Context: an optimization exercise on an open-source flow, tuned for small area and a short achievable clock period. The choices shown serve that exercise and are no tape-out recipe.
The RTL was checked by simulation tests, not by an equivalence proof against the original design.
Power figures rest on the tool's default switching activity, not on a simulated workload.

Setup of trial 44:
Design top, start of the top module:
module top(rst,clk,acc,rom_addr,rom_data,ram_we,ram_waddr,ram_wdata);
Settings: LEC_CHECK=0, CAP_MARGIN=45, CORE_MARGIN=2, CORE_UTILIZATION=70, CTS_CLUSTER_DIAMETER=100, CTS_CLUSTER_SIZE=22, PLACE_DENSITY=0.8, SLEW_MARGIN=45, SYNTH_HIERARCHICAL=1; clock period 20.0 ns.
standard.sh (not shown) runs the stock make flow with config.mk's settings and CLKGATE_MAP_FILE= SYNTH_SCRIPT=/design/flow/synth_recipe.tcl, a recipe that flattens the netlist after the stock synthesis.
==> flow/flow/run.sh <==
#!/bin/bash
# The standard layout, with two changes: timing repair aims past the clock
# period, so that the resizer works on the paths that set the achieved period;
# and the port buffers are plain buffers (sky130_fd_sc_hd__buf_4) that the
# resizer may size, instead of the delay cells buffer_ports picks by itself.
set -euo pipefail
export SETUP_SLACK_MARGIN=12
export TNS_END_PERCENT=100
export BUFFER_PORTS_ARGS="-buffer_cell sky130_fd_sc_hd__buf_4"
bash standard.sh > flow_standard.log 2>&1
Trial 44 finished every step from synthesis to the final layout, and the layout passed the timing, DRC and antenna checks.
Input-level comparison between trial 18 and trial 44:
Settings: a change of CORE_UTILIZATION from 70 to 60; a change of PLACE_DENSITY from 0.8 to 0.7.
Diff trial 44 -> trial 18: shortest clock period the worst path allows after layout essentially unchanged, design area up 0.73%, number of placed instances with taps included increased by 418 relative to the old numbers, initial antenna violation count up 6.
On share of the core filled with cells: between trial 44 and trial 18, it ends up higher for trial 44.
On global-route wire length before repair: between trial 44 and trial 18, it ends up lower for trial 44.
Per the comparison of trial 18 with trial 44, detailed-routing wirelength on met1 shows an increase of about 9%, path length in cells of the critical path higher, post-cts repair resize count -19, starting DRC count in detailed routing decreased 1802.


top again, from the RTL that the note above started with.
Design top, start of the top module:
module top(rst,clk,acc,rom_addr,rom_data,ram_we,ram_waddr,ram_wdata);
==> flow/config.mk <==
export PLATFORM = sky130hd
export DESIGN_NAME = top
export DESIGN_NICKNAME = top
export VERILOG_FILES = /design/flow/design.v
export SDC_FILE = /design/flow/constraint.sdc
export NUM_CORES = 4
export LEC_CHECK = 0
export CAP_MARGIN = 45
export CORE_MARGIN = 2
export CORE_UTILIZATION = 60
export CTS_CLUSTER_DIAMETER = 100
export CTS_CLUSTER_SIZE = 22
export PLACE_DENSITY = 0.7
export SLEW_MARGIN = 45
export SYNTH_HIERARCHICAL = 1
==> flow/constraint.sdc <==
create_clock -name core_clock -period 20.0 [get_ports {clk}]
set_input_delay 4.0000 -clock core_clock [delete_from_list [all_inputs] [get_ports {clk}]]
set_output_delay 4.0000 -clock core_clock [all_outputs]
set_load 0.01 [all_outputs]
==> flow/flow/run.sh <==
#!/bin/bash
# The standard layout, with two changes: timing repair aims past the clock
# period, so that the resizer works on the paths that set the achieved period;
# and the port buffers are plain buffers (sky130_fd_sc_hd__buf_4) that the
# resizer may size, instead of the delay cells buffer_ports picks by itself.
set -euo pipefail
export SETUP_SLACK_MARGIN=11.5
export TNS_END_PERCENT=100
export BUFFER_PORTS_ARGS="-buffer_cell sky130_fd_sc_hd__buf_4"
bash standard.sh > flow_standard.log 2>&1
The first run ran to the end with no violations.
==> next run, changes <==
--- a/flow/config.mk
+++ b/flow/config.mk
@@ -8,8 +8,8 @@
 export CAP_MARGIN = 45
 export CORE_MARGIN = 2
-export CORE_UTILIZATION = 60
+export CORE_UTILIZATION = 45
 export CTS_CLUSTER_DIAMETER = 100
 export CTS_CLUSTER_SIZE = 22
-export PLACE_DENSITY = 0.7
+export PLACE_DENSITY = 0.6
 export SLEW_MARGIN = 45
 export SYNTH_HIERARCHICAL = 1
The changed run completed without violations.
Setup slack loses 4.0 ps.
Clock power came out higher by about 8%.
Global-route usage came out lower by 8.4 points.
Cell area came out higher by about 1.6%.
Sequential cell count stays the same.
Sequential power barely changes.
Hold slack barely changes.
Combinational power came out higher by about 8%.
Non-clock buffer count came out higher by 32.
Die area came out higher by about 33%.
==> next run, changes <==
--- a/flow/flow/run.sh
+++ b/flow/flow/run.sh
@@ -5,5 +5,5 @@
 # resizer may size, instead of the delay cells buffer_ports picks by itself.
 set -euo pipefail
-export SETUP_SLACK_MARGIN=11.5
+export SETUP_SLACK_MARGIN=13
 export TNS_END_PERCENT=100
 export BUFFER_PORTS_ARGS="-buffer_cell sky130_fd_sc_hd__buf_4"
What happened: Routed wire length increases by 0.98%. Cell count climbs by 0.45%. Die area is unchanged. Power decreases by 0.91%.
==> next run, changes <==
--- a/flow/flow/run.sh
+++ b/flow/flow/run.sh
@@ -5,5 +5,5 @@
 # resizer may size, instead of the delay cells buffer_ports picks by itself.
 set -euo pipefail
-export SETUP_SLACK_MARGIN=13
+export SETUP_SLACK_MARGIN=12
 export TNS_END_PERCENT=100
 export BUFFER_PORTS_ARGS="-buffer_cell sky130_fd_sc_hd__buf_4"
What happened: Via count is about the same. Clock skew fell by 15 ps. Die area is unchanged. Sequential power is about the same. Sequential cell count stays the same. Synthesized area is unchanged.

[re-timing with driven ports]
The results above use ideal ports. As a check the final layouts listed here were re-extracted and re-timed, cells and wires unchanged.
Step 1 (the two cells are an assumption about what drives the block):
set clk [get_ports {clk}]
set_driving_cell -lib_cell sky130_fd_sc_hd__clkbuf_16 $clk
set_driving_cell -lib_cell sky130_fd_sc_hd__buf_2 [delete_from_list [all_inputs] $clk]
Step 2 moves the port delays by t, midway between the first and last clock arrival at a register: inputs arrive t later, outputs are due t later. That takes back most of the time a late clock gives input paths.
Three values: ideal ports, drivers, drivers and shift; two values: the first two.
run	shift t [ns]	setup WS [ns]	worst setup path at the end
trial 44	0.910	11.516 / 11.167 / 11.167	input to output
trial 18	0.890	11.516 / 11.164 / 11.164	input to output
the first run of note 2	0.886	11.514 / 11.239 / 11.239	input to output
the second run of note 2	0.924	11.510 / 11.213 / 11.213	input to output
the third run of note 2	0.925	11.525 / 11.122 / 11.122	input to output
the fourth run of note 2	0.908	11.475 / 11.241 / 11.236	input to register
After both steps setup and hold are still met in every run listed. The setup slack of the third run of note 2, which loses most, moves by -0.403 ns with the drivers and by -0.403 ns with both steps.
